This design comes from an exercise in tuning for small area, a short achievable clock period and few clock cycles per item on the open sky130 flow, not from production work. In this exercise RTL edits were held to simulation tests only and were not proved equivalent to the original. No activity file was given, so power comes from the tool's default toggle rates.

==> inputs of run F <==
Design cnn_top, start of the top module:
module cnn_top(
    input wire clk,
    input wire rst,
    input wire start,
    output reg  [9:0]  img_addr,
    input  wire [7:0]  img_data,
    output reg  [14:0] w_addr,
    input  wire [7:0]  w_data,
    output reg  [10:0] s_raddr,
    input  wire [7:0]  s_rdata,
    output reg  [10:0] s_waddr,
    output reg  [7:0]  s_wdata,
    output reg         s_we,
    output reg  [3:0]  result,
    output wire [79:0] scores,
    output reg         done
);
    localparam W2_BASE = 15'd21704;
    localparam LK_NONE = 2'd0, LK_CQ0 = 2'd1, LK_CQM = 2'd2, LK_CQ3 = 2'd3;
    localparam S_IDLE = 3'd0, S_COPY = 3'd1, S_CONV = 3'd2, S_DRAIN = 3'd3,
               S_FC1 = 3'd4, S_FC2 = 3'd5, S_WAIT = 3'd6, S_FIN = 3'd7;
    reg [2:0] st;
    reg [1:0] f;           
    reg [3:0] pr, pc;      
    reg [1:0] q;           
    reg [1:0] kr, kc;      
    reg [9:0] pb;          
    reg [9:0] pb2;         
    reg [2:0] gap;         
    reg       bphase;      
    reg [5:0] o;           
    reg [14:0] wp;         
    reg [9:0] sp;          
    reg       bub;         
    reg       cexp;        
    reg       r_v, r_b, r1_v, r1_b, sbv, sbb;
    reg [7:0] sb;
    reg       i_cp, i_asel, i_bias, i_cb, i_first, i_lw, i_sv, i_close, i_f2;
    reg [1:0] i_lk;
    reg [7:0] i_val;
    reg       m_cp, m_asel, m_bias, m_cb, m_first, m_lw, m_sv, m_close, m_f2;
    reg [1:0] m_lk;
    reg [7:0] m_val;
    reg       d_first, d_lw, d_close, d_f2;
    reg [1:0] d_lk;
    reg       c_first, c_lw, c_close, c_f2;
    reg [1:0] c_lk;
    reg       a_lw, a_f2;
    reg [1:0] a_lk;
    reg       o_cout, o_lw, o_sc;
    wire [1:0] rowo = q[1] + kr;
    wire [6:0] toff = rowo * 5'd28 + q[0] + kc;
    wire [9:0] conv_addr  = pb + toff;
    wire [9:0] conv_addr2 = pb2 + toff;
    wire [5:0] conv_w = {f, 3'b000} + f + {kr, 1'b0} + kr + kc;
    wire       tap_last = (kr == 2'd2) && (kc == 2'd2);
    wire       win_last = (pr == 4'd12) && (pc == 4'd12);
  ...
export LEC_CHECK = 0
export CAP_MARGIN = 20
export CORE_MARGIN = 2
export CORE_UTILIZATION = 60
export CTS_CLUSTER_DIAMETER = 70
export CTS_CLUSTER_SIZE = 25
export SETUP_SLACK_MARGIN = 5
export SLEW_MARGIN = 20
create_clock -name core_clock -period 9.0 [get_ports {clk}]
run.sh (not shown) runs the stock make flow with config.mk's settings and CLKGATE_MAP_FILE= SYNTH_SCRIPT=/design/flow/synth_recipe.tcl, a recipe that flattens the netlist after the stock synthesis.
==> run Z: changes against run F <==
--- a/flow/design.v
+++ b/flow/design.v
@@ -128,10 +128,11 @@
     reg       bphase;      
     reg [5:0] o;           
     reg [14:0] wp;         
     reg [9:0] sp;          
     reg       bub;         
+    reg [5:0] od;          
     reg       cexp;        
     reg       r_v, r_b, r1_v, r1_b, sbv, sbb;
     reg [7:0] sb;
     reg       i_cp, i_asel, i_bias, i_cb, i_first, i_lw, i_sv, i_close, i_f2;
     reg [1:0] i_lk;
@@ -236,11 +237,11 @@
                 end
                 S_DRAIN: begin
                     if (gap != 3'd0) gap <= gap - 3'd1;
                     else begin
                         st <= S_FC1;
-                        o <= 6'd0; sp <= 10'd0; bub <= 1'b1; cexp <= 1'b0;
+                        o <= 6'd0; od <= 6'd0; sp <= 10'd0; bub <= 1'b1; cexp <= 1'b0;
                         wp <= 15'd40;
                     end
                 end
                 S_FC1: begin
                     if (bub) begin
@@ -264,13 +265,14 @@
                             bub <= 1'b1;
                             o <= o + 6'd1;
                         end
                     end
                     if (sbb) begin
-                        i_close <= (o != 6'd0);
-                        if (!o[5]) begin
-                            w_addr <= 15'd21672 + o[4:0];
+                        od <= od + 6'd1;
+                        i_close <= (od != 6'd0);
+                        if (!od[5]) begin
+                            w_addr <= 15'd21672 + od[4:0];
                             i_bias <= 1'b1;
                             i_first <= 1'b1;
                         end
                     end else if (sbv) begin
                         i_sv <= 1'b1;
@@ -323,16 +325,12 @@
             endcase
         end
     end
     reg [7:0] a_r, a2_r, w_r;
     reg [15:0] vs, vc, vs2, vc2;
-    reg [15:0] acl, acl2;
-    reg [9:0] ach;
-    reg [3:0] ach2;
-    reg [1:0] cy, cy2;
-    wire [25:0] acc = {ach + cy, acl};
-    wire [19:0] acc2 = {ach2 + cy2, acl2};
+    reg [25:0] acc;
+    reg [19:0] acc2;
     reg signed [11:0] mx, mx2;
     reg signed [7:0] bc;
     reg [79:0] sc;
     reg [7:0] bestv;
     reg [9:0] wa;          
@@ -377,11 +375,11 @@
             e4 <= e3;
             s_we <= m_cp || c_close || e1 || e3 || ((e2 || e4) && mpend);
         end
     end
     wire [7:0] fc_clip = acc[25] ? 8'd0 : (|acc[24:15]) ? 8'd255 : acc[14:7];
-    wire signed [12:0] cv_t = (e2 ? mx2 : mx) + bc;
+    wire signed [12:0] cv_t = (e1 ? mx2 : mx) + bc;
     wire [7:0] ev = cv_t[12] ? 8'd0 : (|cv_t[11:8]) ? 8'd255 : cv_t[7:0];
     wire signed [11:0] av  = acc[19:8];
     wire signed [11:0] av2 = acc2[19:8];
     wire       run_ext = ropen && (rl != 8'd255);
     wire       evz = (ev_r == 8'd0);
@@ -392,14 +390,12 @@
         a2_r <= s_rdata;
         w_r <= w_data;
         if (m_cb) bc <= w_data;
         vs <= pvs; vc <= pvc;
         vs2 <= pvs2; vc2 <= pvc2;
-        {cy, acl} <= (c_first ? {2'b00, kinit[15:0]} : {2'b00, acl}) + vs + vc;
-        ach <= c_first ? kinit[25:16] : ach + cy;
-        {cy2, acl2} <= (c_first ? 18'h08000 : {2'b00, acl2}) + vs2 + vc2;
-        ach2 <= c_first ? 4'hb : ach2 + cy2;      
+        acc <= (c_first ? kinit : acc) + vs + vc;
+        acc2 <= (c_first ? -20'd294912 : acc2) + vs2 + vc2;
         if (a_lk == LK_CQ0) begin
             mx <= av; mx2 <= av2;
         end else if (a_lk == LK_CQM || a_lk == LK_CQ3) begin
             if (av > mx) mx <= av;
             if (av2 > mx2) mx2 <= av2;
@@ -423,11 +419,11 @@
             s_waddr <= {1'b0, ep};
             s_wdata <= 8'd0;
         end
         if (st == S_IDLE) wa <= 10'd208;
         else if (m_cp || c_close) wa <= wa + 10'd1;
-        ev_r <= ev;       
+        if (o_cout || e1) ev_r <= ev;
         if (st == S_IDLE) begin
             ep <= 10'd0; ropen <= 1'b0; mpend <= 1'b0;
         end else if (e1 || e3) begin
             if (!evz) begin
                 ep <= ep + 10'd1;
CTS_CLUSTER_DIAMETER = unset   (was 70)
CTS_CLUSTER_SIZE = unset   (was 25)
SETUP_SLACK_MARGIN = unset   (was 5)
==> comparison <==
Between run F and run Z, the lower synthesized cell count is in run F (gap 5.3%, measured against run Z). Between run Z and run F, the lower via count is in run F (gap about 9%, measured against run F). Of run F and run Z, run Z has the higher clock power (gap 18%, measured against run Z). Between run F and run Z, the lower routed wire length is in run F (gap 7.3%, measured against run Z). Against run Z, the non-clock buffer count of run F is higher by 2. In run F the global-route usage is lower than in run Z, by 0.94 points. In run F the total power is smaller than in run Z, by 5.3%.
==> figures <==
metric	run Z	run F
Rel. slew slack	0.279	0.303
Number of buffers and inverters on the critical path	2	1
Flop pwr share	0.366	0.388
Parity-gate share of the synthesized area counting xor and xnor cells	0.0452	0.0494
Status	finished clean	finished clean
CP Max Fanout	57	42
Critical R2R Capture	acc[23]$_DFF_P_	acl[14]$_DFF_P_
Total of flip-flops plus latches after synthesis	501	497
Die Outline Area	46600 um^2	44800 um^2
Met1 usage	0.366	0.358
Leakage dissipation	12.2 nW	11.7 nW
Clock buffers created by TritonCTS	52	35
Number of rows in the core area	77	76
Maximum clock rate	254 MHz	272 MHz
Cell Count, Final, Fillers Out	3411	3238
Testbench counts of run F, summed over its fixed seeds: cycles 437,240, images 16.
Testbench counts of run Z, summed over its fixed seeds: cycles 437,240, images 16.

==> what the ideal ports hide <==
How much do the figures lean on ideal ports? The routed layouts below were timed once more, with nothing changed but the port constraints. Step 1 assumes that a clkbuf_16 drives the clock port and a buf_2 every other input. Step 2 moves the port delays by t, midway between the first and last clock arrival at a register: inputs arrive t later, outputs are due t later. That takes back most of the time a late clock gives input paths. a / b / c = ideal ports / drivers / drivers and shift; a / b = the first two.
run	shift t [ns]	setup WS [ns]	worst setup path at the end	latest minus earliest clock arrival (ns)
run F	0.618	5.327 / 5.327 / 5.327	register to register	0.028 / 0.028
run Z	0.661	5.066 / 5.066 / 5.066	register to register	0.028 / 0.028
After both steps every run listed still meets setup and hold.
